This design comes from an exercise in tuning for small area, a short achievable clock period and few clock cycles per item on the open sky130 flow, not from production work. Where RTL was checked, it was by simulation tests only, not by an equivalence proof against the original.

==> flow/design.v (excerpt) <==
module shapipe(
    input wire [0:511] message,
    input wire clk,
    input wire reset,
    output wire ready,
    output wire [255:0] hashvalue);
    localparam [31:0] H0 = 32'h6a09e667, H1 = 32'hbb67ae85,
                      H2 = 32'h3c6ef372, H3 = 32'ha54ff53a,
                      H4 = 32'h510e527f, H5 = 32'h9b05688c,
                      H6 = 32'h1f83d9ab, H7 = 32'h5be0cd19;
    function [31:0] ror(input [31:0] x, input integer n);
        ror = (x >> n) | (x << (32 - n));
    endfunction
    function [31:0] bs0(input [31:0] x);    
        bs0 = ror(x, 2) ^ ror(x, 13) ^ ror(x, 22);
    endfunction
    function [31:0] bs1(input [31:0] x);    
        bs1 = ror(x, 6) ^ ror(x, 11) ^ ror(x, 25);
    endfunction
    function [31:0] ss0(input [31:0] x);    
        ss0 = ror(x, 7) ^ ror(x, 18) ^ (x >> 3);
    endfunction
    function [31:0] ss1(input [31:0] x);    
        ss1 = ror(x, 17) ^ ror(x, 19) ^ (x >> 10);
    endfunction
    function [31:0] ch(input [31:0] x, input [31:0] y, input [31:0] z);
        ch = (x & y) ^ (~x & z);
    endfunction
    function [31:0] maj(input [31:0] x, input [31:0] y, input [31:0] z);
        maj = (x & y) | (x & z) | (y & z);
    endfunction
    function [31:0] kc(input [5:0] i);
        case (i)
        6'd00: kc = 32'h428a2f98; 6'd01: kc = 32'h71374491; 6'd02: kc = 32'hb5c0fbcf; 6'd03: kc = 32'he9b5dba5;
  ...
==> module shapipe, before the edit <==
module shapipe(
    input wire [0:511] message,
    input wire clk,
    input wire reset,
    output wire ready,
    output wire [255:0] hashvalue);
    localparam [31:0] H0 = 32'h6a09e667, H1 = 32'hbb67ae85,
                      H2 = 32'h3c6ef372, H3 = 32'ha54ff53a,
                      H4 = 32'h510e527f, H5 = 32'h9b05688c,
                      H6 = 32'h1f83d9ab, H7 = 32'h5be0cd19;
    function [31:0] ror(input [31:0] x, input integer n);
        ror = (x >> n) | (x << (32 - n));
    endfunction
    function [31:0] bs0(input [31:0] x);    
        bs0 = ror(x, 2) ^ ror(x, 13) ^ ror(x, 22);
    endfunction
    function [31:0] bs1(input [31:0] x);    
        bs1 = ror(x, 6) ^ ror(x, 11) ^ ror(x, 25);
    endfunction
    function [31:0] ss0(input [31:0] x);    
        ss0 = ror(x, 7) ^ ror(x, 18) ^ (x >> 3);
    endfunction
    function [31:0] ss1(input [31:0] x);    
        ss1 = ror(x, 17) ^ ror(x, 19) ^ (x >> 10);
    endfunction
    function [31:0] ch(input [31:0] x, input [31:0] y, input [31:0] z);
        ch = (x & y) ^ (~x & z);
    endfunction
    function [31:0] maj(input [31:0] x, input [31:0] y, input [31:0] z);
        maj = (x & y) | (x & z) | (y & z);
    endfunction
    function [31:0] kc(input [5:0] i);
        case (i)
        6'd00: kc = 32'h428a2f98; 6'd01: kc = 32'h71374491; 6'd02: kc = 32'hb5c0fbcf; 6'd03: kc = 32'he9b5dba5;
        6'd04: kc = 32'h3956c25b; 6'd05: kc = 32'h59f111f1; 6'd06: kc = 32'h923f82a4; 6'd07: kc = 32'hab1c5ed5;
        6'd08: kc = 32'hd807aa98; 6'd09: kc = 32'h12835b01; 6'd10: kc = 32'h243185be; 6'd11: kc = 32'h550c7dc3;
        6'd12: kc = 32'h72be5d74; 6'd13: kc = 32'h80deb1fe; 6'd14: kc = 32'h9bdc06a7; 6'd15: kc = 32'hc19bf174;
        6'd16: kc = 32'he49b69c1; 6'd17: kc = 32'hefbe4786; 6'd18: kc = 32'h0fc19dc6; 6'd19: kc = 32'h240ca1cc;
        6'd20: kc = 32'h2de92c6f; 6'd21: kc = 32'h4a7484aa; 6'd22: kc = 32'h5cb0a9dc; 6'd23: kc = 32'h76f988da;
        6'd24: kc = 32'h983e5152; 6'd25: kc = 32'ha831c66d; 6'd26: kc = 32'hb00327c8; 6'd27: kc = 32'hbf597fc7;
        6'd28: kc = 32'hc6e00bf3; 6'd29: kc = 32'hd5a79147; 6'd30: kc = 32'h06ca6351; 6'd31: kc = 32'h14292967;
        6'd32: kc = 32'h27b70a85; 6'd33: kc = 32'h2e1b2138; 6'd34: kc = 32'h4d2c6dfc; 6'd35: kc = 32'h53380d13;
        6'd36: kc = 32'h650a7354; 6'd37: kc = 32'h766a0abb; 6'd38: kc = 32'h81c2c92e; 6'd39: kc = 32'h92722c85;
        6'd40: kc = 32'ha2bfe8a1; 6'd41: kc = 32'ha81a664b; 6'd42: kc = 32'hc24b8b70; 6'd43: kc = 32'hc76c51a3;
        6'd44: kc = 32'hd192e819; 6'd45: kc = 32'hd6990624; 6'd46: kc = 32'hf40e3585; 6'd47: kc = 32'h106aa070;
        6'd48: kc = 32'h19a4c116; 6'd49: kc = 32'h1e376c08; 6'd50: kc = 32'h2748774c; 6'd51: kc = 32'h34b0bcb5;
        6'd52: kc = 32'h391c0cb3; 6'd53: kc = 32'h4ed8aa4a; 6'd54: kc = 32'h5b9cca4f; 6'd55: kc = 32'h682e6ff3;
        6'd56: kc = 32'h748f82ee; 6'd57: kc = 32'h78a5636f; 6'd58: kc = 32'h84c87814; 6'd59: kc = 32'h8cc70208;
        6'd60: kc = 32'h90befffa; 6'd61: kc = 32'ha4506ceb; 6'd62: kc = 32'hbef9a3f7; default: kc = 32'hc67178f2;
        endcase
    endfunction
    function [31:0] kn(input [5:0] t);
        case (t)
        6'd62: kn = 32'hc67178f2 + H0;
        6'd63: kn = H7;
        default: kn = kc(t + 6'd1);
        endcase
    endfunction
    localparam [31:0] T1C = H7 + bs1(H4) + ch(H4, H5, H6) + 32'h428a2f98;
    localparam [31:0] CA  = T1C + bs0(H0) + maj(H0, H1, H2);
    localparam [31:0] CE  = T1C + H3;
    localparam [31:0] CK1 = H6 + 32'h71374491;
    reg  [6:0]  t;                  
    reg  [31:0] a, b, c, d, e, f, g, hk;
    reg  [31:0] w [0:15];
    wire        done = t[6];
    wire        last = (t[5:0] == 6'd63);
    wire [31:0] em  = done ? 32'd0 : e;
    wire [31:0] am  = done ? 32'd0 : a;
    wire [31:0] hkm = done ? 32'd0 : hk;
    wire [31:0] s1e = bs1(em);
    wire [31:0] che = ch(e, done ? 32'd0 : f, done ? 32'd0 : g);
    wire [31:0] s0a = bs0(am);
    wire [31:0] mja = done ? a : maj(a, b, c);
    wire [31:0] dd  = done ? e : d;
    wire [31:0] x1 = hkm ^ s1e ^ che;
    wire [31:0] y1 = {maj(hkm, s1e, che), 1'b0} ;
    wire [31:0] x2 = x1 ^ y1 ^ s0a;
    wire [31:0] y2 = {maj(x1, y1, s0a), 1'b0};
    wire [31:0] x3 = x2 ^ y2 ^ mja;
    wire [31:0] y3 = {maj(x2, y2, mja), 1'b0};
    wire [31:0] xe = x1 ^ y1 ^ dd;
    wire [31:0] ye = {maj(x1, y1, dd), 1'b0};
    wire [31:0] anew = x3 + y3;
    wire [31:0] enew = xe + ye;
    wire [31:0] wt   = (last | done) ? 32'd0 : w[2];
    wire [31:0] gk   = done ? hk : g;
    wire [31:0] kk   = done ? 32'd0 : kn(t[5:0]);
    wire [31:0] hkn  = gk + kk + wt;
    wire [31:0] wnew = ss1(w[14]) + ~w[9] + ss0(~w[1]) + w[0];
    wire [31:0] dadd = (t[5:0] == 6'd62) ? H4 - H0 : (last ? H3 : 32'd0);
    wire [31:0] dnew = (done ? d : c) + (done ? 32'd0 : dadd);
    integer i;
    always @(posedge clk) begin
        if (reset) begin
            a  <= CA + message[0:31];
            e  <= CE + message[0:31];
            hk <= CK1 + message[32:63];
            d  <= H2;
        end else begin
            a  <= anew;
            e  <= enew;
            hk <= hkn;
            d  <= dnew;
        end
    end
    always @(posedge clk) begin
        if (reset) begin
            t  <= 7'd1;
            b  <= H0;
            c  <= H1;
            f  <= H4;
            g  <= H5;
        end else if (!done) begin
            t  <= t + 7'd1;
            if (last) begin
                b <= a + H1;
                c <= b + H2;
                f <= e + H5;
                g <= f + H6;
            end else begin
                b <= a;
                c <= b;
                f <= e;
                g <= f;
            end
        end
    end
    always @(posedge clk) begin
        if (reset) begin
            for (i = 0; i < 16; i = i + 1)
                w[i] <= (i % 2) ? ~message[32*i +: 32] : message[32*i +: 32];
        end else begin
            for (i = 0; i < 15; i = i + 1)
                w[i] <= ~w[i+1];
            w[15] <= ~wnew;
        end
    end
    assign ready = done;
    assign hashvalue = {a, b, c, d, e, f, g, hk};
endmodule
Settings: LEC_CHECK=0, ABC_CLOCK_PERIOD_IN_PS=4000, CAP_MARGIN=20, CORE_MARGIN=2, CORE_UTILIZATION=55, CTS_BUF_LIST=sky130_fd_sc_hd__clkbuf_8 sky130_fd_sc_hd__clkbuf_4, PLACE_DENSITY=0.65, SLEW_MARGIN=20, TNS_END_PERCENT=100; clock period 11.0 ns.
standard.sh (not shown) runs the stock make flow with config.mk's settings and CLKGATE_MAP_FILE= SYNTH_SCRIPT=/design/flow/synth_recipe.tcl, a recipe that flattens the netlist after the stock synthesis.
==> flow/flow/run.sh <==
#!/bin/bash
set -euo pipefail
export BUFFER_PORTS_ARGS="-buffer_cell sky130_fd_sc_hd__buf_1"
export SETUP_SLACK_MARGIN=6
bash standard.sh > make_finish.log 2>&1
Edit:
--- a/flow/design.v
+++ b/flow/design.v
@@ -67,20 +67,21 @@
     wire        done = t[6];
     wire        last = (t[5:0] == 6'd63);
-    wire [31:0] em  = done ? 32'd0 : e;
-    wire [31:0] am  = done ? 32'd0 : a;
-    wire [31:0] hkm = done ? 32'd0 : hk;
-    wire [31:0] s1e = bs1(em);
-    wire [31:0] che = ch(e, done ? 32'd0 : f, done ? 32'd0 : g);
-    wire [31:0] s0a = bs0(am);
+    wire [31:0] s1e = bs1(e);
+    wire [31:0] che = ch(e, f, g);
+    wire [31:0] s0a = bs0(a);
     wire [31:0] mja = done ? a : maj(a, b, c);
     wire [31:0] dd  = done ? e : d;
-    wire [31:0] x1 = hkm ^ s1e ^ che;
-    wire [31:0] y1 = {maj(hkm, s1e, che), 1'b0} ;
+    wire [31:0] x1 = hk ^ s1e ^ che;
+    wire [31:0] y1 = {maj(hk, s1e, che), 1'b0} ;
     wire [31:0] x2 = x1 ^ y1 ^ s0a;
     wire [31:0] y2 = {maj(x1, y1, s0a), 1'b0};
-    wire [31:0] x3 = x2 ^ y2 ^ mja;
-    wire [31:0] y3 = {maj(x2, y2, mja), 1'b0};
-    wire [31:0] xe = x1 ^ y1 ^ dd;
-    wire [31:0] ye = {maj(x1, y1, dd), 1'b0};
+    wire [31:0] x2m = done ? 32'd0 : x2;
+    wire [31:0] y2m = done ? 32'd0 : y2;
+    wire [31:0] x3 = x2m ^ y2m ^ mja;
+    wire [31:0] y3 = {maj(x2m, y2m, mja), 1'b0};
+    wire [31:0] x1m = done ? 32'd0 : x1;
+    wire [31:0] y1m = done ? 32'd0 : y1;
+    wire [31:0] xe = x1m ^ y1m ^ dd;
+    wire [31:0] ye = {maj(x1m, y1m, dd), 1'b0};
     wire [31:0] anew = x3 + y3;
     wire [31:0] enew = xe + ye;
After rerunning: Area after synthesis is about the same; register-to-register slack barely changes; first-iteration DRC count decreases by about 7.5%; global-route usage stays flat; wire length decreases by about 0.43%; synthesized cell count decreases by about 1.2%; critical path depth increases by 1; utilization increases by 0.38 points; cell count hardly moves; worst hold slack loses 0.021 ns; final area increases by about 0.4%.
No run of this note included a check of the RTL's function; only the layout flow was run.

---

== job 104 ==
The RTL this note starts from:
==> flow/design.v <==
`timescale 1ns/1ns
module shapipe(
    input wire [0:511] message,
    input wire clk,
    input wire reset,
    output wire ready,
    output wire [255:0] hashvalue);
    localparam [31:0] H0 = 32'h6a09e667, H1 = 32'hbb67ae85,
                      H2 = 32'h3c6ef372, H3 = 32'ha54ff53a,
                      H4 = 32'h510e527f, H5 = 32'h9b05688c,
                      H6 = 32'h1f83d9ab, H7 = 32'h5be0cd19;
    function [31:0] ror(input [31:0] x, input integer n);
        ror = (x >> n) | (x << (32 - n));
    endfunction
    function [31:0] bs0(input [31:0] x);    
        bs0 = ror(x, 2) ^ ror(x, 13) ^ ror(x, 22);
    endfunction
    function [31:0] bs1(input [31:0] x);    
        bs1 = ror(x, 6) ^ ror(x, 11) ^ ror(x, 25);
    endfunction
    function [31:0] ss0(input [31:0] x);    
        ss0 = ror(x, 7) ^ ror(x, 18) ^ (x >> 3);
    endfunction
    function [31:0] ss1(input [31:0] x);    
        ss1 = ror(x, 17) ^ ror(x, 19) ^ (x >> 10);
    endfunction
    function [31:0] ch(input [31:0] x, input [31:0] y, input [31:0] z);
        ch = (x & y) ^ (~x & z);
    endfunction
    function [31:0] maj(input [31:0] x, input [31:0] y, input [31:0] z);
        maj = (x & y) | (x & z) | (y & z);
    endfunction
    function [31:0] kc(input [5:0] i);
        case (i)
        6'd00: kc = 32'h428a2f98; 6'd01: kc = 32'h71374491; 6'd02: kc = 32'hb5c0fbcf; 6'd03: kc = 32'he9b5dba5;
        6'd04: kc = 32'h3956c25b; 6'd05: kc = 32'h59f111f1; 6'd06: kc = 32'h923f82a4; 6'd07: kc = 32'hab1c5ed5;
        6'd08: kc = 32'hd807aa98; 6'd09: kc = 32'h12835b01; 6'd10: kc = 32'h243185be; 6'd11: kc = 32'h550c7dc3;
        6'd12: kc = 32'h72be5d74; 6'd13: kc = 32'h80deb1fe; 6'd14: kc = 32'h9bdc06a7; 6'd15: kc = 32'hc19bf174;
        6'd16: kc = 32'he49b69c1; 6'd17: kc = 32'hefbe4786; 6'd18: kc = 32'h0fc19dc6; 6'd19: kc = 32'h240ca1cc;
        6'd20: kc = 32'h2de92c6f; 6'd21: kc = 32'h4a7484aa; 6'd22: kc = 32'h5cb0a9dc; 6'd23: kc = 32'h76f988da;
        6'd24: kc = 32'h983e5152; 6'd25: kc = 32'ha831c66d; 6'd26: kc = 32'hb00327c8; 6'd27: kc = 32'hbf597fc7;
        6'd28: kc = 32'hc6e00bf3; 6'd29: kc = 32'hd5a79147; 6'd30: kc = 32'h06ca6351; 6'd31: kc = 32'h14292967;
        6'd32: kc = 32'h27b70a85; 6'd33: kc = 32'h2e1b2138; 6'd34: kc = 32'h4d2c6dfc; 6'd35: kc = 32'h53380d13;
        6'd36: kc = 32'h650a7354; 6'd37: kc = 32'h766a0abb; 6'd38: kc = 32'h81c2c92e; 6'd39: kc = 32'h92722c85;
        6'd40: kc = 32'ha2bfe8a1; 6'd41: kc = 32'ha81a664b; 6'd42: kc = 32'hc24b8b70; 6'd43: kc = 32'hc76c51a3;
        6'd44: kc = 32'hd192e819; 6'd45: kc = 32'hd6990624; 6'd46: kc = 32'hf40e3585; 6'd47: kc = 32'h106aa070;
        6'd48: kc = 32'h19a4c116; 6'd49: kc = 32'h1e376c08; 6'd50: kc = 32'h2748774c; 6'd51: kc = 32'h34b0bcb5;
        6'd52: kc = 32'h391c0cb3; 6'd53: kc = 32'h4ed8aa4a; 6'd54: kc = 32'h5b9cca4f; 6'd55: kc = 32'h682e6ff3;
        6'd56: kc = 32'h748f82ee; 6'd57: kc = 32'h78a5636f; 6'd58: kc = 32'h84c87814; 6'd59: kc = 32'h8cc70208;
        6'd60: kc = 32'h90befffa; 6'd61: kc = 32'ha4506ceb; 6'd62: kc = 32'hbef9a3f7; default: kc = 32'hc67178f2;
        endcase
    endfunction
    function [31:0] kn(input [5:0] t);
        case (t)
        6'd62: kn = 32'hc67178f2 + H0;
        6'd63: kn = H7;
        default: kn = kc(t + 6'd1);
        endcase
    endfunction
    function [31:0] knx(input [5:0] t);
        case (t)
        6'd61: knx = 32'hc67178f2 + H0;
        6'd62: knx = H7;
        default: knx = kc(t + 6'd2);
        endcase
    endfunction
    localparam [31:0] T1C = H7 + bs1(H4) + ch(H4, H5, H6) + 32'h428a2f98;
    localparam [31:0] CA  = T1C + bs0(H0) + maj(H0, H1, H2);
    localparam [31:0] CE  = T1C + H3;
    localparam [31:0] CK1 = H6 + 32'h71374491;
    reg  [6:0]  t;                  
    reg  [31:0] a, b, c, d, e, f, g, hk, kq;
    reg  [31:0] w [0:15];
    wire        run  = ~t[6];
    reg         last, pen;          
    wire [31:0] s1e = bs1(e);
    wire [31:0] che = ch(e, f, g);
    wire [31:0] s0a = bs0(a);
    wire [31:0] mja = maj(a, b, c);
    wire [31:0] x1 = hk ^ s1e ^ che;
    wire [31:0] y1 = {maj(hk, s1e, che), 1'b0} ;
    wire [31:0] x2 = x1 ^ y1 ^ s0a;
    wire [31:0] y2 = {maj(x1, y1, s0a), 1'b0};
    wire [31:0] x3 = x2 ^ y2 ^ mja;
    wire [31:0] y3 = {maj(x2, y2, mja), 1'b0};
    wire [31:0] xe = x1 ^ y1 ^ d;
    wire [31:0] ye = {maj(x1, y1, d), 1'b0};
    wire [31:0] anew = x3 + y3;
    wire [31:0] enew = xe + ye;
    wire [31:0] wt   = last ? 32'd0 : w[2];
    wire [31:0] xh   = g ^ kq ^ wt;
    wire [31:0] yh   = {maj(g, kq, wt), 1'b0};
    wire [31:0] hkn  = xh + yh;
    wire [31:0] s0w  = ss0(~w[1]);
    wire [31:0] xw   = ~w[9] ^ s0w ^ w[0];
    wire [31:0] yw   = {maj(~w[9], s0w, w[0]), 1'b0};
    wire [31:0] s1w  = ss1(w[14]);
    wire [31:0] xw2  = xw ^ yw ^ s1w;
    wire [31:0] yw2  = {maj(xw, yw, s1w), 1'b0};
    wire [31:0] wnew = xw2 + yw2;
    wire [31:0] dadd = pen ? H4 - H0 : (last ? H3 : 32'd0);
    always @(posedge clk) begin
        pen  <= ~reset & (t == 7'd61);
        last <= ~reset & (t == 7'd62);
        kq   <= reset ? kc(6'd2) : knx(t[5:0]);
    end
    integer i;
    always @(posedge clk) begin
        if (reset) begin
            t  <= 7'd1;
            a  <= CA + message[0:31];
            b  <= H0;
            c  <= H1;
            d  <= H2;
            e  <= CE + message[0:31];
            f  <= H4;
            g  <= H5;
            hk <= CK1 + message[32:63];
        end else if (run) begin
            t  <= t + 7'd1;
            a  <= anew;
            e  <= enew;
            hk <= hkn;
            d  <= c + dadd;
            if (last) begin
                b <= a + H1;
                c <= b + H2;
                f <= e + H5;
                g <= f + H6;
            end else begin
                b <= a;
                c <= b;
                f <= e;
                g <= f;
            end
        end
    end
    always @(posedge clk) begin
        if (reset) begin
            for (i = 0; i < 16; i = i + 1)
                w[i] <= (i % 2) ? ~message[32*i +: 32] : message[32*i +: 32];
        end else begin
            for (i = 0; i < 15; i = i + 1)
                w[i] <= ~w[i+1];
            w[15] <= ~wnew;
        end
    end
    assign ready = t[6];
    assign hashvalue = {a, b, c, d, e, f, g, hk};
endmodule
==> flow/config.mk <==
export PLATFORM = sky130hd
export DESIGN_NAME = shapipe
export DESIGN_NICKNAME = shapipe
export VERILOG_FILES = /design/flow/design.v
export SDC_FILE = /design/flow/constraint.sdc
export NUM_CORES = 4
export LEC_CHECK = 0
export ABC_CLOCK_PERIOD_IN_PS = 4000
export CAP_MARGIN = 20
export CORE_MARGIN = 2
export CORE_UTILIZATION = 55
export PLACE_DENSITY = 0.65
export SLEW_MARGIN = 20
export TNS_END_PERCENT = 100
==> flow/constraint.sdc <==
create_clock -name core_clock -period 11.0 [get_ports {clk}]
set_input_delay 2.2000 -clock core_clock [delete_from_list [all_inputs] [get_ports {clk}]]
set_output_delay 2.2000 -clock core_clock [all_outputs]
set_load 0.01 [all_outputs]
Scripts as last shown in full above: flow/flow/run.sh
The flow did not stop early for job 104: all stages ran, and the layout cleared the timing, design-rule and antenna checks.
Testbench counts of job 104, summed over its fixed seeds: cycles 20,800, items 320.
Modified inputs, job 101 compared to job 104
diff --git a/flow/design.v b/flow/design.v
--- a/flow/design.v
+++ b/flow/design.v
@@ -56,24 +56,17 @@
         6'd63: kn = H7;
         default: kn = kc(t + 6'd1);
         endcase
     endfunction
-    function [31:0] knx(input [5:0] t);
-        case (t)
-        6'd61: knx = 32'hc67178f2 + H0;
-        6'd62: knx = H7;
-        default: knx = kc(t + 6'd2);
-        endcase
-    endfunction
     localparam [31:0] T1C = H7 + bs1(H4) + ch(H4, H5, H6) + 32'h428a2f98;
     localparam [31:0] CA  = T1C + bs0(H0) + maj(H0, H1, H2);
     localparam [31:0] CE  = T1C + H3;
     localparam [31:0] CK1 = H6 + 32'h71374491;
     reg  [6:0]  t;                  
-    reg  [31:0] a, b, c, d, e, f, g, hk, kq;
+    reg  [31:0] a, b, c, d, e, f, g, hk;
     reg  [31:0] w [0:15];
     wire        run  = ~t[6];
-    reg         last, pen;          
+    wire        last = (t[5:0] == 6'd63);
     wire [31:0] s1e = bs1(e);
     wire [31:0] che = ch(e, f, g);
     wire [31:0] s0a = bs0(a);
     wire [31:0] mja = maj(a, b, c);
@@ -87,24 +80,11 @@
     wire [31:0] ye = {maj(x1, y1, d), 1'b0};
     wire [31:0] anew = x3 + y3;
     wire [31:0] enew = xe + ye;
     wire [31:0] wt   = last ? 32'd0 : w[2];
-    wire [31:0] xh   = g ^ kq ^ wt;
-    wire [31:0] yh   = {maj(g, kq, wt), 1'b0};
-    wire [31:0] hkn  = xh + yh;
-    wire [31:0] s0w  = ss0(~w[1]);
-    wire [31:0] xw   = ~w[9] ^ s0w ^ w[0];
-    wire [31:0] yw   = {maj(~w[9], s0w, w[0]), 1'b0};
-    wire [31:0] s1w  = ss1(w[14]);
-    wire [31:0] xw2  = xw ^ yw ^ s1w;
-    wire [31:0] yw2  = {maj(xw, yw, s1w), 1'b0};
-    wire [31:0] wnew = xw2 + yw2;
-    wire [31:0] dadd = pen ? H4 - H0 : (last ? H3 : 32'd0);
-    always @(posedge clk) begin
-        pen  <= ~reset & (t == 7'd61);
-        last <= ~reset & (t == 7'd62);
-        kq   <= reset ? kc(6'd2) : knx(t[5:0]);
-    end
+    wire [31:0] hkn  = g + kn(t[5:0]) + wt;
+    wire [31:0] wnew = ss1(w[14]) + ~w[9] + ss0(~w[1]) + w[0];
+    wire [31:0] dadd = (t[5:0] == 6'd62) ? H4 - H0 : (last ? H3 : 32'd0);
     integer i;
     always @(posedge clk) begin
         if (reset) begin
             t  <= 7'd1;
==> results.txt <==
Across both runs, pin slew with the least headroom to its limit was lower for job 101 than for job 104.
Going from job 104 to job 101, post-route standard cell area excluding fillers went up by 4.0%, minimum clock period went up by 0.16 ns.
| number of non-clock buffers | higher: job 101 |
Of job 101 and job 104, the run reporting the higher cell total after placement was job 104.
Global-route usage, job 101 and job 104: lower on job 104
What job 104 reported for number of setup buffers added after CTS has to be multiplied by 3.8 to get the figure for job 101.
From job 101 to job 104, number of hold-slack violations in the final timing report did not move at all.
Critical path launch point = t[0]$_SDFFE_PP1N_: job 101; critical path launch point = e[25]$_DFFE_PP_: job 104
The met1 routing resource usage after global routing of job 101 exceeds that of job 104 by 3.1 points.
Job 104 → job 101: worst reg-to-reg path cell count rose by 3, final cell count rose by about 1.5%.
Testbench counts of job 101, summed over its fixed seeds: cycles 20,800, items 320.

-- afterwards: timing with drivers on the ports --
The flow's constraints put no driver on any port. The routed layouts listed below were extracted and timed again, unchanged, in two steps.
Step 1, drivers: a clkbuf_16 drives clk and a buf_2 each remaining input, both assumed.
Step 2 also shifts input and output timing later by t, the mid clock arrival at the registers, as if the neighbouring blocks saw the same clock.
a / b / c = ideal ports / drivers / drivers and shift; a / b = the first two.
run	t (ns)	setup slack, ns	worst register clock-pin slew, ns	worst slew at a driven data input, ns	cell pins on the clock port's net
the first run of note 1	0.909	5.795 / 5.795 / 5.399	0.07 / 0.07	0.16	1
the second run of note 1	0.923	5.802 / 5.802 / 5.443	0.07 / 0.07	0.21	1
job 104	0.751	6.001 / 6.001 / 5.481	0.08 / 0.08	0.18	1
job 101	0.762	5.842 / 5.842 / 5.329	0.07 / 0.07	0.16	1
After both steps setup and hold are still met in every run listed. The setup slack of job 104, which loses most, moves by 0.000 ns with the drivers and by -0.520 ns with both steps.
